This design comes from an exercise in tuning for small area and a short achievable clock period on the open sky130 flow, not from production work. Where RTL was checked, it was by simulation tests only, not by an equivalence proof against the original. Function not checked in run 1: the RTL went through the layout flow alone. No driver is modelled on the clock port, so clocking that relies on it looks cheaper here than on a real chip. Power and IR drop assume default switching activity.

==> flow/design.v, too long to show whole: its modules and the start of the top module <==
// module fa_m: 4 lines
// module ha_m: 4 lines
// module vedic_multiplier_32x32_pipelined: 4164 lines
module vedic_multiplier_32x32_pipelined(
    input clk,
    input [31:0] a, b,
    output reg [63:0] result_32x32
);
  // ...
==> flow/flow/run.sh <==
#!/bin/bash
# Own layout flow: the standard ORFS flow (standard.sh, unchanged synthesis)
# with two changes:
#  - the I/O port buffers are sky130_fd_sc_hd__buf_2 cells instead of the
#    delay-cell buffer that buffer_ports picks by default;
#  - after CTS, post_cts.tcl drops the clock tree's root buffer when it only
#    feeds the few first-level clock buffers (one stage less for every register).
# make's full output goes to standard_flow.log here; ORFS keeps each step's log
# under orfs/logs/.
set -euo pipefail
here=$(pwd)
bash standard.sh "BUFFER_PORTS_ARGS=-buffer_cell sky130_fd_sc_hd__buf_2" \
  "POST_CTS_TCL=$here/flow/post_cts.tcl" finish > standard_flow.log 2>&1
==> flow/flow/post_cts.tcl <==
set block [ord::get_db_block]
set clknet [[$block findBTerm clk] getNet]
set loads {}
foreach it [$clknet getITerms] { lappend loads $it }
if {[llength $loads] == 1} {
  set root [[lindex $loads 0] getInst]
  set master [[$root getMaster] getName]
  set out [$root findITerm X]
  if {[string match "sky130_fd_sc_hd__clkbuf_*" $master] && $out ne "NULL"} {
    set onet [$out getNet]
    set sinks {}
    foreach it [$onet getITerms] {
      if {[$it getInst] ne $root} { lappend sinks $it }
    }
    set ok [expr {[llength $sinks] <= 4 && [llength [$onet getBTerms]] == 0}]
    foreach it $sinks {
      if {![string match "sky130_fd_sc_hd__clkbuf_*" [[[$it getInst] getMaster] getName]]} { set ok 0 }
    }
    if {$ok} {
      puts "post_cts: removing root clock buffer [$root getName] ($master), port clk now feeds [llength $sinks] buffers"
      foreach it $sinks { $it disconnect; $it connect $clknet }
      [lindex $loads 0] disconnect
      odb::dbInst_destroy $root
      odb::dbNet_destroy $onet
    } else {
      puts "post_cts: root clock buffer kept"
    }
  }
}
==> flow/standard.sh <==
#!/bin/bash
# synth_recipe.tcl (not shown) runs the flow's synth.tcl, then flattens the netlist and writes it again
# the make line also repeats each setting of config.mk as NAME=value (left out here)
make -C /OpenROAD-flow-scripts/flow DESIGN_CONFIG=/design/flow/config.mk WORK_HOME=/design/flow/orfs CLKGATE_MAP_FILE= SYNTH_SCRIPT=/design/flow/synth_recipe.tcl "${@:-finish}"
==> flow/config.mk <==
export PLATFORM = sky130hd
export DESIGN_NAME = vedic_multiplier_32x32_pipelined
export DESIGN_NICKNAME = vedic_multiplier_32x32_pipelined
export VERILOG_FILES = /design/flow/design.v
export SDC_FILE = /design/flow/constraint.sdc
export NUM_CORES = 4
export LEC_CHECK = 0
export ABC_AREA = 1
export CAP_MARGIN = 50
export CORE_MARGIN = 2
export CORE_UTILIZATION = 55
export CTS_CLUSTER_DIAMETER = 120
export CTS_CLUSTER_SIZE = 26
export SLEW_MARGIN = 70
export SYNTH_HIERARCHICAL = 1
export SYNTH_MINIMUM_KEEP_SIZE = 0
==> flow/constraint.sdc <==
create_clock -name core_clock -period 11.5 [get_ports {clk}]
set_input_delay 2.3000 -clock core_clock [delete_from_list [all_inputs] [get_ports {clk}]]
set_output_delay 2.3000 -clock core_clock [all_outputs]
set_load 0.01 [all_outputs]
==> summary.txt, run 1 <==
* Max power group: combinational cells
* Comb pwr at 0.00589 W
* Met3 routed WL at ~11,000 microns
* Top sig layer: met5
* Non-clock buffer share at 0.0778
* Cells on worst reg2reg path at 8
* Ys async rst share at 0
* Flop pwr share at 0.320
* Synth Area per Inst at between 10 and 15 sq um
* Signal inverters at 129
* Avg WL per Cell at ~25 microns
* Layout area overhead at 10.8%
* Final ANT Viol Nets at 0
* Run status: finished clean
* GRT met1 Usage at 0.408
* Leak at 15.8 nW
* Cell count along the critical path at 1
* Top FF cell, synth: dfxtp_1
* Mapped Cells at 2,984
* CLK BUF at 35
* Max FFs per register at 224
* Seq/Total Area, Yosys at 0.324
* Clock power frac at 0.098
* FMAX at between 300 and 400 MHz
* Hold WC Path Type: flop to flop
* Clock Latency Late Sink at 480 ps
* Data required, critical path at slightly above 9000 ps
==> run 2, diff against run 1 <==
--- a/flow/design.v
+++ b/flow/design.v
@@ -1719,24 +1719,24 @@
 wire g1687;
 wire p1688;
 wire g1689;
 wire p1690;
 wire g1691;
 wire p1692;
 wire g1693;
 wire p1694;
-wire k1695;
-wire k1696;
-wire k1697;
-wire k1698;
-wire k1699;
-wire k1700;
-wire k1701;
-wire k1702;
+wire g1695;
+wire p1696;
+wire g1697;
+wire p1698;
+wire g1699;
+wire p1700;
+wire g1701;
+wire p1702;
 wire k1703;
 wire k1704;
 wire k1705;
 wire k1706;
 wire k1707;
 wire k1708;
 wire k1709;
 wire k1710;
@@ -1853,136 +1853,136 @@
 wire k1821;
 wire k1822;
 wire k1823;
 wire k1824;
 wire k1825;
 wire k1826;
 wire k1827;
 wire k1828;
-reg [104:0] r3;
-wire g1829;
-wire p1830;
-wire g1831;
-wire p1832;
-wire g1833;
-wire p1834;
-wire g1835;
-wire p1836;
-wire g1837;
-wire p1838;
-wire g1839;
-wire p1840;
-wire g1841;
-wire p1842;
-wire g1843;
-wire p1844;
-wire g1845;
-wire p1846;
-wire g1847;
-wire p1848;
-wire g1849;
-wire p1850;
-wire g1851;
-wire p1852;
-wire g1853;
-wire p1854;
-wire g1855;
-wire p1856;
-wire g1857;
-wire p1858;
-wire g1859;
-wire p1860;
-wire g1861;
-wire p1862;
-wire g1863;
-wire p1864;
-wire g1865;
-wire p1866;
-wire g1867;
-wire p1868;
-wire g1869;
-wire p1870;
-wire g1871;
-wire p1872;
-wire g1873;
-wire p1874;
-wire g1875;
-wire p1876;
-wire g1877;
-wire p1878;
-wire g1879;
-wire p1880;
-wire g1881;
-wire p1882;
-wire g1883;
-wire p1884;
-wire g1885;
-wire p1886;
-wire g1887;
-wire p1888;
-wire g1889;
-wire p1890;
-wire g1891;
-wire p1892;
-wire g1893;
-wire p1894;
-wire g1895;
-wire p1896;
-wire g1897;
-wire p1898;
-wire g1899;
-wire p1900;
-wire g1901;
-wire p1902;
-wire g1903;
-wire p1904;
-wire g1905;
-wire p1906;
-wire g1907;
-wire p1908;
-wire k1909;
-wire k1910;
-wire k1911;
-wire k1912;
-wire k1913;
-wire k1914;
-wire k1915;
-wire k1916;
-wire k1917;
-wire k1918;
-wire k1919;
-wire k1920;
-wire k1921;
-wire k1922;
-wire k1923;
-wire k1924;
-wire k1925;
-wire k1926;
-wire k1927;
-wire k1928;
-wire k1929;
-wire k1930;
-wire k1931;
-wire k1932;
-wire k1933;
-wire k1934;
-wire k1935;
-wire k1936;
-wire k1937;
-wire k1938;
-wire k1939;
-wire k1940;
-wire k1941;
-wire k1942;
-wire k1943;
-wire k1944;
-wire k1945;
-wire k1946;
-wire k1947;
+wire k1829;
+wire k1830;
+wire k1831;
+wire k1832;
+wire k1833;
+wire k1834;
+wire k1835;
+wire k1836;
+wire k1837;
+wire k1838;
+wire k1839;
+wire k1840;
+wire k1841;
+wire k1842;
+wire k1843;
+wire k1844;
+wire k1845;
+wire k1846;
+wire k1847;
+wire k1848;
+wire k1849;
+wire k1850;
+wire k1851;
+wire k1852;
+wire k1853;
+wire k1854;
+wire k1855;
+wire k1856;
+wire k1857;
+wire k1858;
+wire k1859;
+wire k1860;
+wire k1861;
+wire k1862;
+wire k1863;
+wire k1864;
+wire k1865;
+wire k1866;
+wire k1867;
+wire k1868;
+wire k1869;
+wire k1870;
+wire k1871;
+wire k1872;
+wire k1873;
+wire k1874;
+wire k1875;
+reg [100:0] r3;
+wire g1876;
+wire p1877;
+wire g1878;
+wire p1879;
+wire g1880;
+wire p1881;
+wire g1882;
+wire p1883;
+wire g1884;
+wire p1885;
+wire g1886;
+wire p1887;
+wire g1888;
+wire p1889;
+wire g1890;
+wire p1891;
+wire g1892;
+wire p1893;
+wire g1894;
+wire p1895;
+wire g1896;
+wire p1897;
+wire g1898;
+wire p1899;
+wire g1900;
+wire p1901;
+wire g1902;
+wire p1903;
+wire g1904;
+wire p1905;
+wire g1906;
+wire p1907;
+wire g1908;
+wire p1909;
+wire g1910;
+wire p1911;
+wire g1912;
+wire p1913;
+wire g1914;
+wire p1915;
+wire g1916;
+wire p1917;
+wire g1918;
+wire p1919;
+wire g1920;
+wire p1921;
+wire g1922;
+wire p1923;
+wire g1924;
+wire p1925;
+wire g1926;
+wire p1927;
+wire g1928;
+wire p1929;
+wire g1930;
+wire p1931;
+wire g1932;
+wire p1933;
+wire g1934;
+wire p1935;
+wire g1936;
+wire p1937;
+wire g1938;
+wire p1939;
+wire g1940;
+wire p1941;
+wire g1942;
+wire p1943;
+wire g1944;
+wire p1945;
+wire g1946;
+wire p1947;
 wire k1948;
 wire k1949;
 wire k1950;
 wire k1951;
 wire k1952;
 wire k1953;
 wire k1954;
 wire k1955;
@@ -2153,16 +2153,31 @@
 wire k2120;
 wire k2121;
 wire k2122;
 wire k2123;
 wire k2124;
 wire k2125;
 wire k2126;
 wire k2127;
+wire k2128;
+wire k2129;
+wire k2130;
+wire k2131;
+wire k2132;
+wire k2133;
+wire k2134;
+wire k2135;
+wire k2136;
+wire k2137;
+wire k2138;
+wire k2139;
+wire k2140;
+wire k2141;
+wire k2142;
 reg [63:0] p3;
 wire [63:0] prod;
 always @(posedge clk) begin
   a_r <= ~a;
 end
   always @(posedge clk) one0 <= ~(b[0] ^ 1'b0);
   always @(posedge clk) two0 <= ~((b[1] & ~b[0] & ~1'b0) | (~b[1] & b[0] & 1'b0));
   always @(posedge clk) neg0 <= b[1];
@@ -3594,180 +3609,223 @@
 ha_m ug1679 (.x(c1564), .y(s1565), .s(p1680), .c(g1679));
 ha_m ug1681 (.x(c1566), .y(s1567), .s(p1682), .c(g1681));
 ha_m ug1683 (.x(c1568), .y(s1569), .s(p1684), .c(g1683));
 ha_m ug1685 (.x(c1570), .y(s1571), .s(p1686), .c(g1685));
 ha_m ug1687 (.x(c1572), .y(s1573), .s(p1688), .c(g1687));
 ha_m ug1689 (.x(c1574), .y(s1575), .s(p1690), .c(g1689));
 ha_m ug1691 (.x(c1576), .y(s1577), .s(p1692), .c(g1691));
 ha_m ug1693 (.x(c1578), .y(s1579), .s(p1694), .c(g1693));
-assign k1695 = r2[2] & r2[1];
-assign k1696 = r2[4] & r2[3];
-assign k1697 = p1660 & g1657;
-assign k1698 = g1659 | (p1660 & g1657);
-assign k1699 = p1660 & p1658;
-assign k1700 = p1664 & g1661;
-assign k1701 = g1663 | (p1664 & g1661);
-assign k1702 = p1664 & p1662;
-assign k1703 = p1668 & g1665;
-assign k1704 = g1667 | (p1668 & g1665);
-assign k1705 = p1668 & p1666;
-assign k1706 = p1672 & g1669;
-assign k1707 = g1671 | (p1672 & g1669);
-assign k1708 = p1672 & p1670;
-assign k1709 = p1676 & g1673;
-assign k1710 = g1675 | (p1676 & g1673);
-assign k1711 = p1676 & p1674;
-assign k1712 = p1680 & g1677;
-assign k1713 = g1679 | (p1680 & g1677);
-assign k1714 = p1680 & p1678;
-assign k1715 = p1684 & g1681;
-assign k1716 = g1683 | (p1684 & g1681);
-assign k1717 = p1684 & p1682;
-assign k1718 = p1688 & g1685;
-assign k1719 = g1687 | (p1688 & g1685);
-assign k1720 = p1688 & p1686;
-assign k1721 = p1692 & g1689;
-assign k1722 = g1691 | (p1692 & g1689);
-assign k1723 = p1692 & p1690;
-assign k1724 = p1658 & k1696;
-assign k1725 = k1699 & k1696;
-assign k1726 = p1666 & k1701;
-assign k1727 = g1665 | (p1666 & k1701);
-assign k1728 = p1666 & k1702;
-assign k1729 = k1705 & k1701;
-assign k1730 = k1704 | (k1705 & k1701);
-assign k1731 = k1705 & k1702;
-assign k1732 = p1674 & k1707;
-assign k1733 = g1673 | (p1674 & k1707);
-assign k1734 = p1674 & k1708;
-assign k1735 = k1711 & k1707;
-assign k1736 = k1710 | (k1711 & k1707);
-assign k1737 = k1711 & k1708;
-assign k1738 = p1682 & k1713;
-assign k1739 = g1681 | (p1682 & k1713);
-assign k1740 = p1682 & k1714;
-assign k1741 = k1717 & k1713;
-assign k1742 = k1716 | (k1717 & k1713);
-assign k1743 = k1717 & k1714;
-assign k1744 = p1690 & k1719;
-assign k1745 = g1689 | (p1690 & k1719);
-assign k1746 = p1690 & k1720;
-assign k1747 = k1723 & k1719;
-assign k1748 = k1722 | (k1723 & k1719);
-assign k1749 = k1723 & k1720;
-assign k1750 = p1670 & k1730;
-assign k1751 = g1669 | (p1670 & k1730);
-assign k1752 = p1670 & k1731;
-assign k1753 = k1708 & k1730;
-assign k1754 = k1707 | (k1708 & k1730);
-assign k1755 = k1708 & k1731;
-assign k1756 = k1734 & k1730;
-assign k1757 = k1733 | (k1734 & k1730);
-assign k1758 = k1734 & k1731;
-assign k1759 = k1737 & k1730;
-assign k1760 = k1736 | (k1737 & k1730);
-assign k1761 = k1737 & k1731;
-assign k1762 = p1686 & k1742;
-assign k1763 = g1685 | (p1686 & k1742);
-assign k1764 = p1686 & k1743;
-assign k1765 = k1720 & k1742;
-assign k1766 = k1719 | (k1720 & k1742);
-assign k1767 = k1720 & k1743;
-assign k1768 = k1746 & k1742;
-assign k1769 = k1745 | (k1746 & k1742);
-assign k1770 = k1746 & k1743;
-assign k1771 = k1749 & k1742;
-assign k1772 = k1748 | (k1749 & k1742);
-assign k1773 = k1749 & k1743;
-assign k1774 = p1662 & k1698;
-assign k1775 = g1661 | (p1662 & k1698);
-assign k1776 = k1702 & k1698;
-assign k1777 = k1701 | (k1702 & k1698);
-assign k1778 = k1728 & k1698;
-assign k1779 = k1727 | (k1728 & k1698);
-assign k1780 = k1731 & k1698;
-assign k1781 = k1730 | (k1731 & k1698);
-assign k1782 = k1752 & k1698;
-assign k1783 = k1751 | (k1752 & k1698);
-assign k1784 = k1755 & k1698;
-assign k1785 = k1754 | (k1755 & k1698);
-assign k1786 = k1758 & k1698;
-assign k1787 = k1757 | (k1758 & k1698);
-assign k1788 = k1761 & k1698;
-assign k1789 = k1760 | (k1761 & k1698);
-assign k1790 = p1694 & k1772;
-assign k1791 = g1693 | (p1694 & k1772);
-assign k1792 = p1694 & k1773;
-assign k1793 = p1678 & k1789;
-assign k1794 = g1677 | (p1678 & k1789);
-assign k1795 = k1714 & k1789;
-assign k1796 = k1713 | (k1714 & k1789);
-assign k1797 = k1740 & k1789;
-assign k1798 = k1739 | (k1740 & k1789);
-assign k1799 = k1743 & k1789;
-assign k1800 = k1742 | (k1743 & k1789);
-assign k1801 = k1764 & k1789;
-assign k1802 = k1763 | (k1764 & k1789);
-assign k1803 = k1767 & k1789;
-assign k1804 = k1766 | (k1767 & k1789);
-assign k1805 = k1770 & k1789;
-assign k1806 = k1769 | (k1770 & k1789);
-assign k1807 = k1773 & k1789;
-assign k1808 = k1772 | (k1773 & k1789);
-assign k1809 = k1792 & k1789;
-assign k1810 = k1791 | (k1792 & k1789);
-assign k1811 = p1660 ^ g1657;
-assign k1812 = p1662 ^ k1698;
-assign k1813 = p1664 ^ k1775;
-assign k1814 = p1666 ^ k1777;
-assign k1815 = p1668 ^ k1779;
-assign k1816 = p1670 ^ k1781;
-assign k1817 = p1672 ^ k1783;
-assign k1818 = p1674 ^ k1785;
-assign k1819 = p1676 ^ k1787;
-assign k1820 = p1678 ^ k1789;
-assign k1821 = p1680 ^ k1794;
-assign k1822 = p1682 ^ k1796;
-assign k1823 = p1684 ^ k1798;
-assign k1824 = p1686 ^ k1800;
-assign k1825 = p1688 ^ k1802;
-assign k1826 = p1690 ^ k1804;
-assign k1827 = p1692 ^ k1806;
-assign k1828 = p1694 ^ k1808;
+ha_m ug1695 (.x(c1580), .y(s1581), .s(p1696), .c(g1695));
+ha_m ug1697 (.x(c1582), .y(s1583), .s(p1698), .c(g1697));
+ha_m ug1699 (.x(c1584), .y(s1585), .s(p1700), .c(g1699));
+ha_m ug1701 (.x(c1586), .y(s1587), .s(p1702), .c(g1701));
+assign k1703 = r2[2] & r2[1];
+assign k1704 = r2[4] & r2[3];
+assign k1705 = p1660 & g1657;
+assign k1706 = g1659 | (p1660 & g1657);
+assign k1707 = p1660 & p1658;
+assign k1708 = p1664 & g1661;
+assign k1709 = g1663 | (p1664 & g1661);
+assign k1710 = p1664 & p1662;
+assign k1711 = p1668 & g1665;
+assign k1712 = g1667 | (p1668 & g1665);
+assign k1713 = p1668 & p1666;
+assign k1714 = p1672 & g1669;
+assign k1715 = g1671 | (p1672 & g1669);
+assign k1716 = p1672 & p1670;
+assign k1717 = p1676 & g1673;
+assign k1718 = g1675 | (p1676 & g1673);
+assign k1719 = p1676 & p1674;
+assign k1720 = p1680 & g1677;
+assign k1721 = g1679 | (p1680 & g1677);
+assign k1722 = p1680 & p1678;
+assign k1723 = p1684 & g1681;
+assign k1724 = g1683 | (p1684 & g1681);
+assign k1725 = p1684 & p1682;
+assign k1726 = p1688 & g1685;
+assign k1727 = g1687 | (p1688 & g1685);
+assign k1728 = p1688 & p1686;
+assign k1729 = p1692 & g1689;
+assign k1730 = g1691 | (p1692 & g1689);
+assign k1731 = p1692 & p1690;
+assign k1732 = p1696 & g1693;
+assign k1733 = g1695 | (p1696 & g1693);
+assign k1734 = p1696 & p1694;
+assign k1735 = p1700 & g1697;
+assign k1736 = g1699 | (p1700 & g1697);
+assign k1737 = p1700 & p1698;
+assign k1738 = p1658 & k1704;
+assign k1739 = k1707 & k1704;
+assign k1740 = p1666 & k1709;
+assign k1741 = g1665 | (p1666 & k1709);
+assign k1742 = p1666 & k1710;
+assign k1743 = k1713 & k1709;
+assign k1744 = k1712 | (k1713 & k1709);
+assign k1745 = k1713 & k1710;
+assign k1746 = p1674 & k1715;
+assign k1747 = g1673 | (p1674 & k1715);
+assign k1748 = p1674 & k1716;
+assign k1749 = k1719 & k1715;
+assign k1750 = k1718 | (k1719 & k1715);
+assign k1751 = k1719 & k1716;
+assign k1752 = p1682 & k1721;
+assign k1753 = g1681 | (p1682 & k1721);
+assign k1754 = p1682 & k1722;
+assign k1755 = k1725 & k1721;
+assign k1756 = k1724 | (k1725 & k1721);
+assign k1757 = k1725 & k1722;
+assign k1758 = p1690 & k1727;
+assign k1759 = g1689 | (p1690 & k1727);
+assign k1760 = p1690 & k1728;
+assign k1761 = k1731 & k1727;
+assign k1762 = k1730 | (k1731 & k1727);
+assign k1763 = k1731 & k1728;
+assign k1764 = p1698 & k1733;
+assign k1765 = g1697 | (p1698 & k1733);
+assign k1766 = p1698 & k1734;
+assign k1767 = k1737 & k1733;
+assign k1768 = k1736 | (k1737 & k1733);
+assign k1769 = k1737 & k1734;
+assign k1770 = p1670 & k1744;
+assign k1771 = g1669 | (p1670 & k1744);
+assign k1772 = p1670 & k1745;
+assign k1773 = k1716 & k1744;
+assign k1774 = k1715 | (k1716 & k1744);
+assign k1775 = k1716 & k1745;
+assign k1776 = k1748 & k1744;
+assign k1777 = k1747 | (k1748 & k1744);
+assign k1778 = k1748 & k1745;
+assign k1779 = k1751 & k1744;
+assign k1780 = k1750 | (k1751 & k1744);
+assign k1781 = k1751 & k1745;
+assign k1782 = p1686 & k1756;
+assign k1783 = g1685 | (p1686 & k1756);
+assign k1784 = p1686 & k1757;
+assign k1785 = k1728 & k1756;
+assign k1786 = k1727 | (k1728 & k1756);
+assign k1787 = k1728 & k1757;
+assign k1788 = k1760 & k1756;
+assign k1789 = k1759 | (k1760 & k1756);
+assign k1790 = k1760 & k1757;
+assign k1791 = k1763 & k1756;
+assign k1792 = k1762 | (k1763 & k1756);
+assign k1793 = k1763 & k1757;
+assign k1794 = p1702 & k1768;
+assign k1795 = g1701 | (p1702 & k1768);
+assign k1796 = p1702 & k1769;
+assign k1797 = p1662 & k1706;
+assign k1798 = g1661 | (p1662 & k1706);
+assign k1799 = k1710 & k1706;
+assign k1800 = k1709 | (k1710 & k1706);
+assign k1801 = k1742 & k1706;
+assign k1802 = k1741 | (k1742 & k1706);
+assign k1803 = k1745 & k1706;
+assign k1804 = k1744 | (k1745 & k1706);
+assign k1805 = k1772 & k1706;
+assign k1806 = k1771 | (k1772 & k1706);
+assign k1807 = k1775 & k1706;
+assign k1808 = k1774 | (k1775 & k1706);
+assign k1809 = k1778 & k1706;
+assign k1810 = k1777 | (k1778 & k1706);
+assign k1811 = k1781 & k1706;
+assign k1812 = k1780 | (k1781 & k1706);
+assign k1813 = p1694 & k1792;
+assign k1814 = g1693 | (p1694 & k1792);
+assign k1815 = p1694 & k1793;
+assign k1816 = k1734 & k1792;
+assign k1817 = k1733 | (k1734 & k1792);
+assign k1818 = k1734 & k1793;
+assign k1819 = k1766 & k1792;
+assign k1820 = k1765 | (k1766 & k1792);
+assign k1821 = k1766 & k1793;
+assign k1822 = k1769 & k1792;
+assign k1823 = k1768 | (k1769 & k1792);
+assign k1824 = k1769 & k1793;
+assign k1825 = k1796 & k1792;
+assign k1826 = k1795 | (k1796 & k1792);
+assign k1827 = k1796 & k1793;
+assign k1828 = p1678 & k1812;
+assign k1829 = g1677 | (p1678 & k1812);
+assign k1830 = k1722 & k1812;
+assign k1831 = k1721 | (k1722 & k1812);
+assign k1832 = k1754 & k1812;
+assign k1833 = k1753 | (k1754 & k1812);
+assign k1834 = k1757 & k1812;
+assign k1835 = k1756 | (k1757 & k1812);
+assign k1836 = k1784 & k1812;
+assign k1837 = k1783 | (k1784 & k1812);
+assign k1838 = k1787 & k1812;
+assign k1839 = k1786 | (k1787 & k1812);
+assign k1840 = k1790 & k1812;
+assign k1841 = k1789 | (k1790 & k1812);
+assign k1842 = k1793 & k1812;
+assign k1843 = k1792 | (k1793 & k1812);
+assign k1844 = k1815 & k1812;
+assign k1845 = k1814 | (k1815 & k1812);
+assign k1846 = k1818 & k1812;
+assign k1847 = k1817 | (k1818 & k1812);
+assign k1848 = k1821 & k1812;
+assign k1849 = k1820 | (k1821 & k1812);
+assign k1850 = k1824 & k1812;
+assign k1851 = k1823 | (k1824 & k1812);
+assign k1852 = k1827 & k1812;
+assign k1853 = k1826 | (k1827 & k1812);
+assign k1854 = p1660 ^ g1657;
+assign k1855 = p1662 ^ k1706;
+assign k1856 = p1664 ^ k1798;
+assign k1857 = p1666 ^ k1800;
+assign k1858 = p1668 ^ k1802;
+assign k1859 = p1670 ^ k1804;
+assign k1860 = p1672 ^ k1806;
+assign k1861 = p1674 ^ k1808;
+assign k1862 = p1676 ^ k1810;
+assign k1863 = p1678 ^ k1812;
+assign k1864 = p1680 ^ k1829;
+assign k1865 = p1682 ^ k1831;
+assign k1866 = p1684 ^ k1833;
+assign k1867 = p1686 ^ k1835;
+assign k1868 = p1688 ^ k1837;
+assign k1869 = p1690 ^ k1839;
+assign k1870 = p1692 ^ k1841;
+assign k1871 = p1694 ^ k1843;
+assign k1872 = p1696 ^ k1845;
+assign k1873 = p1698 ^ k1847;
+assign k1874 = p1700 ^ k1849;
+assign k1875 = p1702 ^ k1851;
 always @(posedge clk) begin
   r3[0] <= r2[0];
   r3[1] <= r2[1];
   r3[2] <= r2[2];
   r3[3] <= r2[3];
   r3[4] <= r2[4];
   r3[5] <= p1658;
-  r3[6] <= k1811;
-  r3[7] <= k1812;
-  r3[8] <= k1813;
-  r3[9] <= k1814;
-  r3[10] <= k1815;
-  r3[11] <= k1816;
-  r3[12] <= k1817;
-  r3[13] <= k1818;
-  r3[14] <= k1819;
-  r3[15] <= k1820;
-  r3[16] <= k1821;
-  r3[17] <= k1822;
-  r3[18] <= k1823;
-  r3[19] <= k1824;
-  r3[20] <= k1825;
-  r3[21] <= k1826;
-  r3[22] <= k1827;
-  r3[23] <= k1828;
-  r3[24] <= k1810;
-  r3[25] <= c1580;
-  r3[26] <= c1582;
-  r3[27] <= c1584;
-  r3[28] <= c1586;
+  r3[6] <= k1854;
+  r3[7] <= k1855;
+  r3[8] <= k1856;
+  r3[9] <= k1857;
+  r3[10] <= k1858;
+  r3[11] <= k1859;
+  r3[12] <= k1860;
+  r3[13] <= k1861;
+  r3[14] <= k1862;
+  r3[15] <= k1863;
+  r3[16] <= k1864;
+  r3[17] <= k1865;
+  r3[18] <= k1866;
+  r3[19] <= k1867;
+  r3[20] <= k1868;
+  r3[21] <= k1869;
+  r3[22] <= k1870;
+  r3[23] <= k1871;
+  r3[24] <= k1872;
+  r3[25] <= k1873;
+  r3[26] <= k1874;
+  r3[27] <= k1875;
+  r3[28] <= k1853;
   r3[29] <= c1588;
   r3[30] <= c1590;
   r3[31] <= c1592;
   r3[32] <= c1594;
   r3[33] <= c1596;
   r3[34] <= c1598;
   r3[35] <= c1600;
   r3[36] <= c1602;
@@ -3794,316 +3852,284 @@
   r3[57] <= c1644;
   r3[58] <= c1646;
   r3[59] <= c1648;
   r3[60] <= c1650;
   r3[61] <= c1652;
   r3[62] <= c1654;
   r3[63] <= s1655;
   r3[64] <= c1656;
-  r3[65] <= s1581;
-  r3[66] <= s1583;
-  r3[67] <= s1585;
-  r3[68] <= s1587;
-  r3[69] <= s1589;
-  r3[70] <= s1591;
-  r3[71] <= s1593;
-  r3[72] <= s1595;
-  r3[73] <= s1597;
-  r3[74] <= s1599;
-  r3[75] <= s1601;
-  r3[76] <= s1603;
-  r3[77] <= s1605;
-  r3[78] <= s1607;
-  r3[79] <= s1609;
-  r3[80] <= s1611;
-  r3[81] <= s1613;
-  r3[82] <= s1615;
-  r3[83] <= s1617;
-  r3[84] <= s1619;
-  r3[85] <= s1621;
-  r3[86] <= s1623;
-  r3[87] <= s1625;
-  r3[88] <= s1627;
-  r3[89] <= s1629;
-  r3[90] <= s1631;
-  r3[91] <= s1633;
-  r3[92] <= s1635;
-  r3[93] <= s1637;
-  r3[94] <= s1639;
-  r3[95] <= s1641;
-  r3[96] <= s1643;
-  r3[97] <= s1645;
-  r3[98] <= s1647;
-  r3[99] <= s1649;
-  r3[100] <= s1651;
-  r3[101] <= s1653;
-  r3[102] <= r2[219];
-  r3[103] <= r2[222];
-  r3[104] <= r2[223];
+  r3[65] <= s1589;
+  r3[66] <= s1591;
+  r3[67] <= s1593;
+  r3[68] <= s1595;
+  r3[69] <= s1597;
+  r3[70] <= s1599;
+  r3[71] <= s1601;
+  r3[72] <= s1603;
+  r3[73] <= s1605;
+  r3[74] <= s1607;
+  r3[75] <= s1609;
+  r3[76] <= s1611;
+  r3[77] <= s1613;
+  r3[78] <= s1615;
+  r3[79] <= s1617;
+  r3[80] <= s1619;
+  r3[81] <= s1621;
+  r3[82] <= s1623;
+  r3[83] <= s1625;
+  r3[84] <= s1627;
+  r3[85] <= s1629;
+  r3[86] <= s1631;
+  r3[87] <= s1633;
+  r3[88] <= s1635;
+  r3[89] <= s1637;
+  r3[90] <= s1639;
+  r3[91] <= s1641;
+  r3[92] <= s1643;
+  r3[93] <= s1645;
+  r3[94] <= s1647;
+  r3[95] <= s1649;
+  r3[96] <= s1651;
+  r3[97] <= s1653;
+  r3[98] <= r2[219];
+  r3[99] <= r2[222];
+  r3[100] <= r2[223];
 end
-ha_m ug1829 (.x(r3[25]), .y(r3[65]), .s(p1830), .c(g1829));
-ha_m ug1831 (.x(r3[26]), .y(r3[66]), .s(p1832), .c(g1831));
-ha_m ug1833 (.x(r3[27]), .y(r3[67]), .s(p1834), .c(g1833));
-ha_m ug1835 (.x(r3[28]), .y(r3[68]), .s(p1836), .c(g1835));
-ha_m ug1837 (.x(r3[29]), .y(r3[69]), .s(p1838), .c(g1837));
-ha_m ug1839 (.x(r3[30]), .y(r3[70]), .s(p1840), .c(g1839));
-ha_m ug1841 (.x(r3[31]), .y(r3[71]), .s(p1842), .c(g1841));
-ha_m ug1843 (.x(r3[32]), .y(r3[72]), .s(p1844), .c(g1843));
-ha_m ug1845 (.x(r3[33]), .y(r3[73]), .s(p1846), .c(g1845));
-ha_m ug1847 (.x(r3[34]), .y(r3[74]), .s(p1848), .c(g1847));
-ha_m ug1849 (.x(r3[35]), .y(r3[75]), .s(p1850), .c(g1849));
-ha_m ug1851 (.x(r3[36]), .y(r3[76]), .s(p1852), .c(g1851));
-ha_m ug1853 (.x(r3[37]), .y(r3[77]), .s(p1854), .c(g1853));
-ha_m ug1855 (.x(r3[38]), .y(r3[78]), .s(p1856), .c(g1855));
-ha_m ug1857 (.x(r3[39]), .y(r3[79]), .s(p1858), .c(g1857));
-ha_m ug1859 (.x(r3[40]), .y(r3[80]), .s(p1860), .c(g1859));
-ha_m ug1861 (.x(r3[41]), .y(r3[81]), .s(p1862), .c(g1861));
-ha_m ug1863 (.x(r3[42]), .y(r3[82]), .s(p1864), .c(g1863));
-ha_m ug1865 (.x(r3[43]), .y(r3[83]), .s(p1866), .c(g1865));
-ha_m ug1867 (.x(r3[44]), .y(r3[84]), .s(p1868), .c(g1867));
-ha_m ug1869 (.x(r3[45]), .y(r3[85]), .s(p1870), .c(g1869));
-ha_m ug1871 (.x(r3[46]), .y(r3[86]), .s(p1872), .c(g1871));
-ha_m ug1873 (.x(r3[47]), .y(r3[87]), .s(p1874), .c(g1873));
-ha_m ug1875 (.x(r3[48]), .y(r3[88]), .s(p1876), .c(g1875));
-ha_m ug1877 (.x(r3[49]), .y(r3[89]), .s(p1878), .c(g1877));
-ha_m ug1879 (.x(r3[50]), .y(r3[90]), .s(p1880), .c(g1879));
-ha_m ug1881 (.x(r3[51]), .y(r3[91]), .s(p1882), .c(g1881));
-ha_m ug1883 (.x(r3[52]), .y(r3[92]), .s(p1884), .c(g1883));
-ha_m ug1885 (.x(r3[53]), .y(r3[93]), .s(p1886), .c(g1885));
-ha_m ug1887 (.x(r3[54]), .y(r3[94]), .s(p1888), .c(g1887));
-ha_m ug1889 (.x(r3[55]), .y(r3[95]), .s(p1890), .c(g1889));
-ha_m ug1891 (.x(r3[56]), .y(r3[96]), .s(p1892), .c(g1891));
-ha_m ug1893 (.x(r3[57]), .y(r3[97]), .s(p1894), .c(g1893));
-ha_m ug1895 (.x(r3[58]), .y(r3[98]), .s(p1896), .c(g1895));
-ha_m ug1897 (.x(r3[59]), .y(r3[99]), .s(p1898), .c(g1897));
-ha_m ug1899 (.x(r3[60]), .y(r3[100]), .s(p1900), .c(g1899));
-ha_m ug1901 (.x(r3[61]), .y(r3[101]), .s(p1902), .c(g1901));
-ha_m ug1903 (.x(r3[62]), .y(r3[102]), .s(p1904), .c(g1903));
-ha_m ug1905 (.x(r3[63]), .y(r3[103]), .s(p1906), .c(g1905));
-ha_m ug1907 (.x(r3[64]), .y(r3[104]), .s(p1908), .c(g1907));
-assign k1909 = p1830 & r3[24];
-assign k1910 = g1829 | (p1830 & r3[24]);
-assign k1911 = p1834 & g1831;
-assign k1912 = g1833 | (p1834 & g1831);
-assign k1913 = p1834 & p1832;
-assign k1914 = p1838 & g1835;
-assign k1915 = g1837 | (p1838 & g1835);
-assign k1916 = p1838 & p1836;
-assign k1917 = p1842 & g1839;
-assign k1918 = g1841 | (p1842 & g1839);
-assign k1919 = p1842 & p1840;
-assign k1920 = p1846 & g1843;
-assign k1921 = g1845 | (p1846 & g1843);
-assign k1922 = p1846 & p1844;
-assign k1923 = p1850 & g1847;
-assign k1924 = g1849 | (p1850 & g1847);
-assign k1925 = p1850 & p1848;
-assign k1926 = p1854 & g1851;
-assign k1927 = g1853 | (p1854 & g1851);
-assign k1928 = p1854 & p1852;
-assign k1929 = p1858 & g1855;
-assign k1930 = g1857 | (p1858 & g1855);
-assign k1931 = p1858 & p1856;
-assign k1932 = p1862 & g1859;
-assign k1933 = g1861 | (p1862 & g1859);
-assign k1934 = p1862 & p1860;
-assign k1935 = p1866 & g1863;
-assign k1936 = g1865 | (p1866 & g1863);
-assign k1937 = p1866 & p1864;
-assign k1938 = p1870 & g1867;
-assign k1939 = g1869 | (p1870 & g1867);
-assign k1940 = p1870 & p1868;
-assign k1941 = p1874 & g1871;
-assign k1942 = g1873 | (p1874 & g1871);
-assign k1943 = p1874 & p1872;
-assign k1944 = p1878 & g1875;
-assign k1945 = g1877 | (p1878 & g1875);
-assign k1946 = p1878 & p1876;
-assign k1947 = p1882 & g1879;
-assign k1948 = g1881 | (p1882 & g1879);
-assign k1949 = p1882 & p1880;
-assign k1950 = p1886 & g1883;
-assign k1951 = g1885 | (p1886 & g1883);
-assign k1952 = p1886 & p1884;
-assign k1953 = p1890 & g1887;
-assign k1954 = g1889 | (p1890 & g1887);
-assign k1955 = p1890 & p1888;
-assign k1956 = p1894 & g1891;
-assign k1957 = g1893 | (p1894 & g1891);
-assign k1958 = p1894 & p1892;
-assign k1959 = p1898 & g1895;
-assign k1960 = g1897 | (p1898 & g1895);
-assign k1961 = p1898 & p1896;
-assign k1962 = p1902 & g1899;
-assign k1963 = g1901 | (p1902 & g1899);
-assign k1964 = p1902 & p1900;
-assign k1965 = p1906 & g1903;
-assign k1966 = g1905 | (p1906 & g1903);
-assign k1967 = p1906 & p1904;
-assign k1968 = k1913 & k1910;
-assign k1969 = k1912 | (k1913 & k1910);
-assign k1970 = k1919 & k1915;
-assign k1971 = k1918 | (k1919 & k1915);
-assign k1972 = k1919 & k1916;
-assign k1973 = k1925 & k1921;
-assign k1974 = k1924 | (k1925 & k1921);
-assign k1975 = k1925 & k1922;
-assign k1976 = k1931 & k1927;
-assign k1977 = k1930 | (k1931 & k1927);
-assign k1978 = k1931 & k1928;
-assign k1979 = k1937 & k1933;
-assign k1980 = k1936 | (k1937 & k1933);
-assign k1981 = k1937 & k1934;
-assign k1982 = k1943 & k1939;
-assign k1983 = k1942 | (k1943 & k1939);
-assign k1984 = k1943 & k1940;
-assign k1985 = k1949 & k1945;
-assign k1986 = k1948 | (k1949 & k1945);
-assign k1987 = k1949 & k1946;
-assign k1988 = k1955 & k1951;
-assign k1989 = k1954 | (k1955 & k1951);
-assign k1990 = k1955 & k1952;
-assign k1991 = k1961 & k1957;
-assign k1992 = k1960 | (k1961 & k1957);
-assign k1993 = k1961 & k1958;
-assign k1994 = k1967 & k1963;
-assign k1995 = k1966 | (k1967 & k1963);
-assign k1996 = k1967 & k1964;
-assign k1997 = k1972 & k1969;
-assign k1998 = k1971 | (k1972 & k1969);
-assign k1999 = k1978 & k1974;
-assign k2000 = k1977 | (k1978 & k1974);
-assign k2001 = k1978 & k1975;
-assign k2002 = k1984 & k1980;
-assign k2003 = k1983 | (k1984 & k1980);
-assign k2004 = k1984 & k1981;
-assign k2005 = k1990 & k1986;
-assign k2006 = k1989 | (k1990 & k1986);
-assign k2007 = k1990 & k1987;
-assign k2008 = k1996 & k1992;
-assign k2009 = k1995 | (k1996 & k1992);
-assign k2010 = k1996 & k1993;
-assign k2011 = k2001 & k1998;
-assign k2012 = k2000 | (k2001 & k1998);
-assign k2013 = k2007 & k2003;
-assign k2014 = k2006 | (k2007 & k2003);
-assign k2015 = k2007 & k2004;
-assign k2016 = k2015 & k2012;
-assign k2017 = k2014 | (k2015 & k2012);
-assign k2018 = k2004 & k2012;
-assign k2019 = k2003 | (k2004 & k2012);
-assign k2020 = k2010 & k2017;
-assign k2021 = k2009 | (k2010 & k2017);
-assign k2022 = k1975 & k1998;
-assign k2023 = k1974 | (k1975 & k1998);
-assign k2024 = k1981 & k2012;
-assign k2025 = k1980 | (k1981 & k2012);
-assign k2026 = k1987 & k2019;
-assign k2027 = k1986 | (k1987 & k2019);
-assign k2028 = k1993 & k2017;
-assign k2029 = k1992 | (k1993 & k2017);
-assign k2030 = k1916 & k1969;
-assign k2031 = k1915 | (k1916 & k1969);
-assign k2032 = k1922 & k1998;
-assign k2033 = k1921 | (k1922 & k1998);
-assign k2034 = k1928 & k2023;
-assign k2035 = k1927 | (k1928 & k2023);
-assign k2036 = k1934 & k2012;
-assign k2037 = k1933 | (k1934 & k2012);
-assign k2038 = k1940 & k2025;
-assign k2039 = k1939 | (k1940 & k2025);
-assign k2040 = k1946 & k2019;
-assign k2041 = k1945 | (k1946 & k2019);
-assign k2042 = k1952 & k2027;
-assign k2043 = k1951 | (k1952 & k2027);
-assign k2044 = k1958 & k2017;
-assign k2045 = k1957 | (k1958 & k2017);
-assign k2046 = k1964 & k2029;
-assign k2047 = k1963 | (k1964 & k2029);
-assign k2048 = p1832 & k1910;
-assign k2049 = g1831 | (p1832 & k1910);
-assign k2050 = p1836 & k1969;
-assign k2051 = g1835 | (p1836 & k1969);
-assign k2052 = p1840 & k2031;
-assign k2053 = g1839 | (p1840 & k2031);
-assign k2054 = p1844 & k1998;
-assign k2055 = g1843 | (p1844 & k1998);
-assign k2056 = p1848 & k2033;
-assign k2057 = g1847 | (p1848 & k2033);
-assign k2058 = p1852 & k2023;
-assign k2059 = g1851 | (p1852 & k2023);
-assign k2060 = p1856 & k2035;
-assign k2061 = g1855 | (p1856 & k2035);
-assign k2062 = p1860 & k2012;
-assign k2063 = g1859 | (p1860 & k2012);
-assign k2064 = p1864 & k2037;
-assign k2065 = g1863 | (p1864 & k2037);
-assign k2066 = p1868 & k2025;
-assign k2067 = g1867 | (p1868 & k2025);
-assign k2068 = p1872 & k2039;
-assign k2069 = g1871 | (p1872 & k2039);
-assign k2070 = p1876 & k2019;
-assign k2071 = g1875 | (p1876 & k2019);
-assign k2072 = p1880 & k2041;
-assign k2073 = g1879 | (p1880 & k2041);
-assign k2074 = p1884 & k2027;
-assign k2075 = g1883 | (p1884 & k2027);
-assign k2076 = p1888 & k2043;
-assign k2077 = g1887 | (p1888 & k2043);
-assign k2078 = p1892 & k2017;
-assign k2079 = g1891 | (p1892 & k2017);
-assign k2080 = p1896 & k2045;
-assign k2081 = g1895 | (p1896 & k2045);
-assign k2082 = p1900 & k2029;
-assign k2083 = g1899 | (p1900 & k2029);
-assign k2084 = p1904 & k2047;
-assign k2085 = g1903 | (p1904 & k2047);
-assign k2086 = p1908 & k2021;
-assign k2087 = g1907 | (p1908 & k2021);
-assign k2088 = p1830 ^ r3[24];
-assign k2089 = p1832 ^ k1910;
-assign k2090 = p1834 ^ k2049;
-assign k2091 = p1836 ^ k1969;
-assign k2092 = p1838 ^ k2051;
-assign k2093 = p1840 ^ k2031;
-assign k2094 = p1842 ^ k2053;
-assign k2095 = p1844 ^ k1998;
-assign k2096 = p1846 ^ k2055;
-assign k2097 = p1848 ^ k2033;
-assign k2098 = p1850 ^ k2057;
-assign k2099 = p1852 ^ k2023;
-assign k2100 = p1854 ^ k2059;
-assign k2101 = p1856 ^ k2035;
-assign k2102 = p1858 ^ k2061;
-assign k2103 = p1860 ^ k2012;
-assign k2104 = p1862 ^ k2063;
-assign k2105 = p1864 ^ k2037;
-assign k2106 = p1866 ^ k2065;
-assign k2107 = p1868 ^ k2025;
-assign k2108 = p1870 ^ k2067;
-assign k2109 = p1872 ^ k2039;
-assign k2110 = p1874 ^ k2069;
-assign k2111 = p1876 ^ k2019;
-assign k2112 = p1878 ^ k2071;
-assign k2113 = p1880 ^ k2041;
-assign k2114 = p1882 ^ k2073;
-assign k2115 = p1884 ^ k2027;
-assign k2116 = p1886 ^ k2075;
-assign k2117 = p1888 ^ k2043;
-assign k2118 = p1890 ^ k2077;
-assign k2119 = p1892 ^ k2017;
-assign k2120 = p1894 ^ k2079;
-assign k2121 = p1896 ^ k2045;
-assign k2122 = p1898 ^ k2081;
-assign k2123 = p1900 ^ k2029;
-assign k2124 = p1902 ^ k2083;
-assign k2125 = p1904 ^ k2047;
-assign k2126 = p1906 ^ k2085;
-assign k2127 = p1908 ^ k2021;
+ha_m ug1876 (.x(r3[29]), .y(r3[65]), .s(p1877), .c(g1876));
+ha_m ug1878 (.x(r3[30]), .y(r3[66]), .s(p1879), .c(g1878));
+ha_m ug1880 (.x(r3[31]), .y(r3[67]), .s(p1881), .c(g1880));
+ha_m ug1882 (.x(r3[32]), .y(r3[68]), .s(p1883), .c(g1882));
+ha_m ug1884 (.x(r3[33]), .y(r3[69]), .s(p1885), .c(g1884));
+ha_m ug1886 (.x(r3[34]), .y(r3[70]), .s(p1887), .c(g1886));
+ha_m ug1888 (.x(r3[35]), .y(r3[71]), .s(p1889), .c(g1888));
+ha_m ug1890 (.x(r3[36]), .y(r3[72]), .s(p1891), .c(g1890));
+ha_m ug1892 (.x(r3[37]), .y(r3[73]), .s(p1893), .c(g1892));
+ha_m ug1894 (.x(r3[38]), .y(r3[74]), .s(p1895), .c(g1894));
+ha_m ug1896 (.x(r3[39]), .y(r3[75]), .s(p1897), .c(g1896));
+ha_m ug1898 (.x(r3[40]), .y(r3[76]), .s(p1899), .c(g1898));
+ha_m ug1900 (.x(r3[41]), .y(r3[77]), .s(p1901), .c(g1900));
+ha_m ug1902 (.x(r3[42]), .y(r3[78]), .s(p1903), .c(g1902));
+ha_m ug1904 (.x(r3[43]), .y(r3[79]), .s(p1905), .c(g1904));
+ha_m ug1906 (.x(r3[44]), .y(r3[80]), .s(p1907), .c(g1906));
+ha_m ug1908 (.x(r3[45]), .y(r3[81]), .s(p1909), .c(g1908));
+ha_m ug1910 (.x(r3[46]), .y(r3[82]), .s(p1911), .c(g1910));
+ha_m ug1912 (.x(r3[47]), .y(r3[83]), .s(p1913), .c(g1912));
+ha_m ug1914 (.x(r3[48]), .y(r3[84]), .s(p1915), .c(g1914));
+ha_m ug1916 (.x(r3[49]), .y(r3[85]), .s(p1917), .c(g1916));
+ha_m ug1918 (.x(r3[50]), .y(r3[86]), .s(p1919), .c(g1918));
+ha_m ug1920 (.x(r3[51]), .y(r3[87]), .s(p1921), .c(g1920));
+ha_m ug1922 (.x(r3[52]), .y(r3[88]), .s(p1923), .c(g1922));
+ha_m ug1924 (.x(r3[53]), .y(r3[89]), .s(p1925), .c(g1924));
+ha_m ug1926 (.x(r3[54]), .y(r3[90]), .s(p1927), .c(g1926));
+ha_m ug1928 (.x(r3[55]), .y(r3[91]), .s(p1929), .c(g1928));
+ha_m ug1930 (.x(r3[56]), .y(r3[92]), .s(p1931), .c(g1930));
+ha_m ug1932 (.x(r3[57]), .y(r3[93]), .s(p1933), .c(g1932));
+ha_m ug1934 (.x(r3[58]), .y(r3[94]), .s(p1935), .c(g1934));
+ha_m ug1936 (.x(r3[59]), .y(r3[95]), .s(p1937), .c(g1936));
+ha_m ug1938 (.x(r3[60]), .y(r3[96]), .s(p1939), .c(g1938));
+ha_m ug1940 (.x(r3[61]), .y(r3[97]), .s(p1941), .c(g1940));
+ha_m ug1942 (.x(r3[62]), .y(r3[98]), .s(p1943), .c(g1942));
+ha_m ug1944 (.x(r3[63]), .y(r3[99]), .s(p1945), .c(g1944));
+ha_m ug1946 (.x(r3[64]), .y(r3[100]), .s(p1947), .c(g1946));
+assign k1948 = p1877 & r3[28];
+assign k1949 = g1876 | (p1877 & r3[28]);
+assign k1950 = p1881 & g1878;
+assign k1951 = g1880 | (p1881 & g1878);
+assign k1952 = p1881 & p1879;
+assign k1953 = p1885 & g1882;
+assign k1954 = g1884 | (p1885 & g1882);
+assign k1955 = p1885 & p1883;
+assign k1956 = p1889 & g1886;
+assign k1957 = g1888 | (p1889 & g1886);
+assign k1958 = p1889 & p1887;
+assign k1959 = p1893 & g1890;
+assign k1960 = g1892 | (p1893 & g1890);
+assign k1961 = p1893 & p1891;
+assign k1962 = p1897 & g1894;
+assign k1963 = g1896 | (p1897 & g1894);
+assign k1964 = p1897 & p1895;
+assign k1965 = p1901 & g1898;
+assign k1966 = g1900 | (p1901 & g1898);
+assign k1967 = p1901 & p1899;
+assign k1968 = p1905 & g1902;
+assign k1969 = g1904 | (p1905 & g1902);
+assign k1970 = p1905 & p1903;
+assign k1971 = p1909 & g1906;
+assign k1972 = g1908 | (p1909 & g1906);
+assign k1973 = p1909 & p1907;
+assign k1974 = p1913 & g1910;
+assign k1975 = g1912 | (p1913 & g1910);
+assign k1976 = p1913 & p1911;
+assign k1977 = p1917 & g1914;
+assign k1978 = g1916 | (p1917 & g1914);
+assign k1979 = p1917 & p1915;
+assign k1980 = p1921 & g1918;
+assign k1981 = g1920 | (p1921 & g1918);
+assign k1982 = p1921 & p1919;
+assign k1983 = p1925 & g1922;
+assign k1984 = g1924 | (p1925 & g1922);
+assign k1985 = p1925 & p1923;
+assign k1986 = p1929 & g1926;
+assign k1987 = g1928 | (p1929 & g1926);
+assign k1988 = p1929 & p1927;
+assign k1989 = p1933 & g1930;
+assign k1990 = g1932 | (p1933 & g1930);
+assign k1991 = p1933 & p1931;
+assign k1992 = p1937 & g1934;
+assign k1993 = g1936 | (p1937 & g1934);
+assign k1994 = p1937 & p1935;
+assign k1995 = p1941 & g1938;
+assign k1996 = g1940 | (p1941 & g1938);
+assign k1997 = p1941 & p1939;
+assign k1998 = p1945 & g1942;
+assign k1999 = g1944 | (p1945 & g1942);
+assign k2000 = p1945 & p1943;
+assign k2001 = k1952 & k1949;
+assign k2002 = k1951 | (k1952 & k1949);
+assign k2003 = k1958 & k1954;
+assign k2004 = k1957 | (k1958 & k1954);
+assign k2005 = k1958 & k1955;
+assign k2006 = k1964 & k1960;
+assign k2007 = k1963 | (k1964 & k1960);
+assign k2008 = k1964 & k1961;
+assign k2009 = k1970 & k1966;
+assign k2010 = k1969 | (k1970 & k1966);
+assign k2011 = k1970 & k1967;
+assign k2012 = k1976 & k1972;
+assign k2013 = k1975 | (k1976 & k1972);
+assign k2014 = k1976 & k1973;
+assign k2015 = k1982 & k1978;
+assign k2016 = k1981 | (k1982 & k1978);
+assign k2017 = k1982 & k1979;
+assign k2018 = k1988 & k1984;
+assign k2019 = k1987 | (k1988 & k1984);
+assign k2020 = k1988 & k1985;
+assign k2021 = k1994 & k1990;
+assign k2022 = k1993 | (k1994 & k1990);
+assign k2023 = k1994 & k1991;
+assign k2024 = k2000 & k1996;
+assign k2025 = k1999 | (k2000 & k1996);
+assign k2026 = k2000 & k1997;
+assign k2027 = k2005 & k2002;
+assign k2028 = k2004 | (k2005 & k2002);
+assign k2029 = k2011 & k2007;
+assign k2030 = k2010 | (k2011 & k2007);
+assign k2031 = k2011 & k2008;
+assign k2032 = k2017 & k2013;
+assign k2033 = k2016 | (k2017 & k2013);
+assign k2034 = k2017 & k2014;
+assign k2035 = k2023 & k2019;
+assign k2036 = k2022 | (k2023 & k2019);
+assign k2037 = k2023 & k2020;
+assign k2038 = k2031 & k2028;
+assign k2039 = k2030 | (k2031 & k2028);
+assign k2040 = k2037 & k2033;
+assign k2041 = k2036 | (k2037 & k2033);
+assign k2042 = k2037 & k2034;
+assign k2043 = k2042 & k2039;
+assign k2044 = k2041 | (k2042 & k2039);
+assign k2045 = k2034 & k2039;
+assign k2046 = k2033 | (k2034 & k2039);
+assign k2047 = k2008 & k2028;
+assign k2048 = k2007 | (k2008 & k2028);
+assign k2049 = k2014 & k2039;
+assign k2050 = k2013 | (k2014 & k2039);
+assign k2051 = k2020 & k2046;
+assign k2052 = k2019 | (k2020 & k2046);
+assign k2053 = k2026 & k2044;
+assign k2054 = k2025 | (k2026 & k2044);
+assign k2055 = k1955 & k2002;
+assign k2056 = k1954 | (k1955 & k2002);
+assign k2057 = k1961 & k2028;
+assign k2058 = k1960 | (k1961 & k2028);
+assign k2059 = k1967 & k2048;
+assign k2060 = k1966 | (k1967 & k2048);
+assign k2061 = k1973 & k2039;
+assign k2062 = k1972 | (k1973 & k2039);
+assign k2063 = k1979 & k2050;
+assign k2064 = k1978 | (k1979 & k2050);
+assign k2065 = k1985 & k2046;
+assign k2066 = k1984 | (k1985 & k2046);
+assign k2067 = k1991 & k2052;
+assign k2068 = k1990 | (k1991 & k2052);
+assign k2069 = k1997 & k2044;
+assign k2070 = k1996 | (k1997 & k2044);
+assign k2071 = p1879 & k1949;
+assign k2072 = g1878 | (p1879 & k1949);
+assign k2073 = p1883 & k2002;
+assign k2074 = g1882 | (p1883 & k2002);
+assign k2075 = p1887 & k2056;
+assign k2076 = g1886 | (p1887 & k2056);
+assign k2077 = p1891 & k2028;
+assign k2078 = g1890 | (p1891 & k2028);
+assign k2079 = p1895 & k2058;
+assign k2080 = g1894 | (p1895 & k2058);
+assign k2081 = p1899 & k2048;
+assign k2082 = g1898 | (p1899 & k2048);
+assign k2083 = p1903 & k2060;
+assign k2084 = g1902 | (p1903 & k2060);
+assign k2085 = p1907 & k2039;
+assign k2086 = g1906 | (p1907 & k2039);
+assign k2087 = p1911 & k2062;
+assign k2088 = g1910 | (p1911 & k2062);
+assign k2089 = p1915 & k2050;
+assign k2090 = g1914 | (p1915 & k2050);
+assign k2091 = p1919 & k2064;
+assign k2092 = g1918 | (p1919 & k2064);
+assign k2093 = p1923 & k2046;
+assign k2094 = g1922 | (p1923 & k2046);
+assign k2095 = p1927 & k2066;
+assign k2096 = g1926 | (p1927 & k2066);
+assign k2097 = p1931 & k2052;
+assign k2098 = g1930 | (p1931 & k2052);
+assign k2099 = p1935 & k2068;
+assign k2100 = g1934 | (p1935 & k2068);
+assign k2101 = p1939 & k2044;
+assign k2102 = g1938 | (p1939 & k2044);
+assign k2103 = p1943 & k2070;
+assign k2104 = g1942 | (p1943 & k2070);
+assign k2105 = p1947 & k2054;
+assign k2106 = g1946 | (p1947 & k2054);
+assign k2107 = p1877 ^ r3[28];
+assign k2108 = p1879 ^ k1949;
+assign k2109 = p1881 ^ k2072;
+assign k2110 = p1883 ^ k2002;
+assign k2111 = p1885 ^ k2074;
+assign k2112 = p1887 ^ k2056;
+assign k2113 = p1889 ^ k2076;
+assign k2114 = p1891 ^ k2028;
+assign k2115 = p1893 ^ k2078;
+assign k2116 = p1895 ^ k2058;
+assign k2117 = p1897 ^ k2080;
+assign k2118 = p1899 ^ k2048;
+assign k2119 = p1901 ^ k2082;
+assign k2120 = p1903 ^ k2060;
+assign k2121 = p1905 ^ k2084;
+assign k2122 = p1907 ^ k2039;
+assign k2123 = p1909 ^ k2086;
+assign k2124 = p1911 ^ k2062;
+assign k2125 = p1913 ^ k2088;
+assign k2126 = p1915 ^ k2050;
+assign k2127 = p1917 ^ k2090;
+assign k2128 = p1919 ^ k2064;
+assign k2129 = p1921 ^ k2092;
+assign k2130 = p1923 ^ k2046;
+assign k2131 = p1925 ^ k2094;
+assign k2132 = p1927 ^ k2066;
+assign k2133 = p1929 ^ k2096;
+assign k2134 = p1931 ^ k2052;
+assign k2135 = p1933 ^ k2098;
+assign k2136 = p1935 ^ k2068;
+assign k2137 = p1937 ^ k2100;
+assign k2138 = p1939 ^ k2044;
+assign k2139 = p1941 ^ k2102;
+assign k2140 = p1943 ^ k2070;
+assign k2141 = p1945 ^ k2104;
+assign k2142 = p1947 ^ k2054;
 always @(posedge clk) begin
   p3[0] <= r3[0];
   p3[1] <= r3[1];
   p3[2] <= r3[2];
   p3[3] <= r3[3];
   p3[4] <= r3[4];
   p3[5] <= r3[5];
   p3[6] <= r3[6];
@@ -4119,54 +4145,54 @@
   p3[16] <= r3[16];
   p3[17] <= r3[17];
   p3[18] <= r3[18];
   p3[19] <= r3[19];
   p3[20] <= r3[20];
   p3[21] <= r3[21];
   p3[22] <= r3[22];
   p3[23] <= r3[23];
-  p3[24] <= k2088;
-  p3[25] <= k2089;
-  p3[26] <= k2090;
-  p3[27] <= k2091;
-  p3[28] <= k2092;
-  p3[29] <= k2093;
-  p3[30] <= k2094;
-  p3[31] <= k2095;
-  p3[32] <= k2096;
-  p3[33] <= k2097;
-  p3[34] <= k2098;
-  p3[35] <= k2099;
-  p3[36] <= k2100;
-  p3[37] <= k2101;
-  p3[38] <= k2102;
-  p3[39] <= k2103;
-  p3[40] <= k2104;
-  p3[41] <= k2105;
-  p3[42] <= k2106;
-  p3[43] <= k2107;
-  p3[44] <= k2108;
-  p3[45] <= k2109;
-  p3[46] <= k2110;
-  p3[47] <= k2111;
-  p3[48] <= k2112;
-  p3[49] <= k2113;
-  p3[50] <= k2114;
-  p3[51] <= k2115;
-  p3[52] <= k2116;
-  p3[53] <= k2117;
-  p3[54] <= k2118;
-  p3[55] <= k2119;
-  p3[56] <= k2120;
-  p3[57] <= k2121;
-  p3[58] <= k2122;
-  p3[59] <= k2123;
-  p3[60] <= k2124;
-  p3[61] <= k2125;
-  p3[62] <= k2126;
-  p3[63] <= k2127;
+  p3[24] <= r3[24];
+  p3[25] <= r3[25];
+  p3[26] <= r3[26];
+  p3[27] <= r3[27];
+  p3[28] <= k2107;
+  p3[29] <= k2108;
+  p3[30] <= k2109;
+  p3[31] <= k2110;
+  p3[32] <= k2111;
+  p3[33] <= k2112;
+  p3[34] <= k2113;
+  p3[35] <= k2114;
+  p3[36] <= k2115;
+  p3[37] <= k2116;
+  p3[38] <= k2117;
+  p3[39] <= k2118;
+  p3[40] <= k2119;
+  p3[41] <= k2120;
+  p3[42] <= k2121;
+  p3[43] <= k2122;
+  p3[44] <= k2123;
+  p3[45] <= k2124;
+  p3[46] <= k2125;
+  p3[47] <= k2126;
+  p3[48] <= k2127;
+  p3[49] <= k2128;
+  p3[50] <= k2129;
+  p3[51] <= k2130;
+  p3[52] <= k2131;
+  p3[53] <= k2132;
+  p3[54] <= k2133;
+  p3[55] <= k2134;
+  p3[56] <= k2135;
+  p3[57] <= k2136;
+  p3[58] <= k2137;
+  p3[59] <= k2138;
+  p3[60] <= k2139;
+  p3[61] <= k2140;
+  p3[62] <= k2141;
+  p3[63] <= k2142;
 end
 assign prod = {p3[63], p3[62], p3[61], p3[60], p3[59], p3[58], p3[57], p3[56], p3[55], p3[54], p3[53], p3[52], p3[51], p3[50], p3[49], p3[48], p3[47], p3[46], p3[45], p3[44], p3[43], p3[42], p3[41], p3[40], p3[39], p3[38], p3[37], p3[36], p3[35], p3[34], p3[33], p3[32], p3[31], p3[30], p3[29], p3[28], p3[27], p3[26], p3[25], p3[24], p3[23], p3[22], p3[21], p3[20], p3[19], p3[18], p3[17], p3[16], p3[15], p3[14], p3[13], p3[12], p3[11], p3[10], p3[9], p3[8], p3[7], p3[6], p3[5], p3[4], p3[3], p3[2], p3[1], p3[0]};
 always @(posedge clk) begin
   result_32x32 <= prod;
 end
 endmodule
==> run 2 against run 1 <==
Net effect: global-route usage grew 0.69 points; cell area shrank 2.2%; die area fell by 0.18%; total power grew 3.4%; critical path type unchanged; highest routed layer unchanged.
==> summary.txt, run 2 <==
* Hold path start: p3[14]$_DFF_P_
* RSZ-0062 raised after global routing: false
* Synth cell count leaders: xor2_1 (535), dfxtp_1 (534), o22ai_1 (496)
* Most common cell in the netlist: xor2_1
* Via-to-Cell Ratio at approximately 6.3
* First DRT Iteration DRCs at around 2,700
* Post-Synthesis Cell Area at roughly 0.033 sq mm
* Run status: finished clean
* CP Launch Type: flop
* FMAX at 309 MHz (-0.65%)
* Synth Area per Inst at 11.1 sq um (-0.68%)
* Clock Latency Late Sink at 490 ps (about the same)
* Overflow after GRT at 0
* Number of synthesized flops with an enable pin at 0
* Clock-pin transition on the worst setup and hold timing paths at about 110 ps
* Final Critical Period at 3240 ps
* Reg-to-reg startpoint: two7$_DFF_P_
* Via count at 23,500
* RR Endpoint: r2[66]$_DFF_P_
* Data required, critical path at 9200 ps (about the same)
* Register-to-register setup slack at between 8000 and 9000 ps
* Worst slew margin relative to its limit at 0.681
* Max FFs per register at 224 (unchanged)
* Arrival time worst endpoint at 940 ps
* P per Cell Area at slightly below 300 mW/mm^2
* Area leader, netlist: dfxtp_1
* Hold WC Path Type: flop to flop
* I/O pin count at 129
* Setup TNS at 0 ps
* Worst-margin pin slew at approximately 480 ps
* Largest net degree at the start of global routing at 34
* Reg with most FFs: r2
* Initial antenna violation count at 5
* CTS sink cnt at 534
* Final Cycle Share at 0.282
* Syn Nets at 3,676
* Final cell count without fillers at roughly 3,700
* DRC at 0
* Slowest CP cell: dfxtp_1
* DP HPWL at between 60,000 and 70,000 microns
* Seq. cell area at 0.0108 sq mm
* Area share of the largest cell type after synthesis at 0.322
* Die width at between 200 and 250 microns
* CTS tree: built
* Hold Crit Depth at 0
* Warnings from Yosys at 7
* Post-synth cell types at 33
* Input/output buffers at approximately 130
* Most frequent cells in the layout: xor2_1 (535), o22ai_1 (496), dfxtp_1 (495)
* Leak at 15.5 nW (-1.8%)
* Crit path buf inv count at 1
* Dpl cells at between 3,000 and 4,000
* VDD IR max at between 0.2 and 0.25 mV
* Top FF cell, synth: dfxtp_1
* First-pass GRT wire length at 148,000 microns
* GRT Util Overall at 0.311
* Mapped Cells at 2,999 (+0.50%)
* Commonest non-fill, non-tap cell in the layout: xor2_1
* Core ar. at about 0.060 sq mm
* Final wirelength at 96,700 microns
* Share of cells above drive strength 1 at 0.107
* Vias in the first global route at about 25,000
* Initial Util at 0.553
* Area of the multi-input gates at 0.0209 sq mm
* Seq/Total Area, Yosys at 0.322 (-0.00184)
* Ys async rst share at 0 (unchanged)
* Synth area leaders: dfxtp_1 (32%), fa_1 (28%), xor2_1 (14%)
* NumNets Final at about 3,600
* Final ANT Viol Nets at 0 (unchanged)
* Largest regs: r2: 224 flops, r3: 101 flops
* # Max-Cap Violations at 0
* Critical path capture point type: output pin
* Max Transition Viols Final at 0
* Yosys reg bits at roughly 530
* Final setup viols at 0
* Die area at between 0.06 and 0.07 sq mm
* Max incr delay on CP at approximately 330 ps
* Layout area overhead at 8.51%
* Top cell family by delay on the critical path: flip-flops
* Drt pass-1 iters at 5
* Cells on worst reg2reg path at 6 (-2)
* Crit path cell chain: buf_2
* Die H at about 250 microns
* Critical path class: flop to output pin
* # rows at 90
* Fin Clk Skew at about 48 ps
* Gpl congestion at between 0.8 and 0.9
* Crit Path Max Fanout at 1
* Hold violation count in the final report at 0
* Avg WL per Cell at 25.8 microns (+3.0%)
* Fill count at between 4,000 and 5,000
* Min-Delay Endpoint: result_32x32[14]$_DFF_P_
==> run 2: changes by cell type after synthesis, moves of 3 or more <==
cell and delta:
nand3_1 +9, xor2_1 +3, inv_1 +6, dfxtp_1 -4, clkbuf_1 -8, nand2_1 +9, a21oi_1 +5, buf_1 +8
xnor2_1 -3, nand2_4 -4
==> run 2: final cells by class <==
cell class / instances / share of cell area
multi-input cells: 2039 / 0.579
flip-flops and latches: 534 / 0.299
repair buffers: 222 / 0.0632
well taps: 782 / 0.0271
clock buffers: 28 / 0.0165
inverters: 134 / 0.0140
clock inverters: 3 / 0.000903
diodes: 1 / 0.0000694
==> run 2: logic make-up after synthesis <==
kind of cell | after synthesis | synth area share
buffers and inverters | 426 | 0.0502
adders and majority gates | 612 | 0.336
xor gates and xnor gates | 569 | 0.150
AOI/OAI and AO/OA | 553 | 0.104
DFF | 534 | 0.322
and+or+nand+nor | 305 | 0.0381
==> run 2: worst max-delay path by stage <==
stage	to	cells past startpoint	from
3_5_place_dp	r2[66]$_DFF_P_	6	two7$_DFF_P_
2_1_floorplan	r2[4]$_DFF_P_	8	a_r[1]$_DFF_P_
5_1_grt	result_32x32[27]	1	result_32x32[27]$_DFF_P_
6_report	result_32x32[17]	1	result_32x32[17]$_DFF_P_
3_3_place_gp	r2[4]$_DFF_P_	6	two0$_DFF_P_
==> run 2: modules after synthesis (local to each module, per instance) <==
module	area, sq um	times used
fa_m	20.0	468
ha_m	12.5	107
vedic_multiplier_32x32_pipelined	22500	1
==> run 2: metrics by stage <==
step           total power (W)  hold slack, ps  setup slack [ps]  cell area [sq um]  utilization
5_1_grt                 0.0116             341              8210              36000        0.600
3_5_place_dp           0.00956             312              8480              35200        0.586
6_report                0.0105             324              8260              36000        0.601
3_3_place_gp           0.00929             309              7990              34200        0.569
2_1_floorplan          0.00759             310              8720              33200            -
==> run 2: power breakdown <==
part	internal, W	leakage (nW)	total (W)	switching (W)
Clock	0.000371	0.306	0.000956	0.000584
Sequential	0.00286	4.51	0.00322	0.000362
Combinational	0.00269	10.7	0.00628	0.00358
Total	0.00592	15.5	0.0105	0.00453
==> run 2: routing by layer <==
layer | wire length (microns) | track usage
met1 | 37900 | 0.410
met2 | 43200 | 0.475
met3 | 11600 | 0.0978
met4 | 3890 | 0.129
met5 | 61 | 0

-- port drivers added, routing unchanged --
Ports are ideal in the flow. The routed layouts listed here were re-timed in OpenROAD. Step 1, drivers: a clkbuf_16 drives clk and a buf_2 each remaining input, both assumed. Step 2 moves the port delays by t, midway between the first and last clock arrival at a register: inputs arrive t later, outputs are due t later. That takes back most of the time a late clock gives input paths. Slacks: ideal ports / drivers / drivers and shift; pairs: ideal ports / drivers.
run | shift t [ns] | setup WS [ns] | worst setup path after step 2
run 1 | 0.533 | 8.283 / 8.199 / 8.583 | register to register
run 2 | 0.557 | 8.262 / 8.174 / 8.549 | register to register
After both steps setup and hold are still met in every run listed.
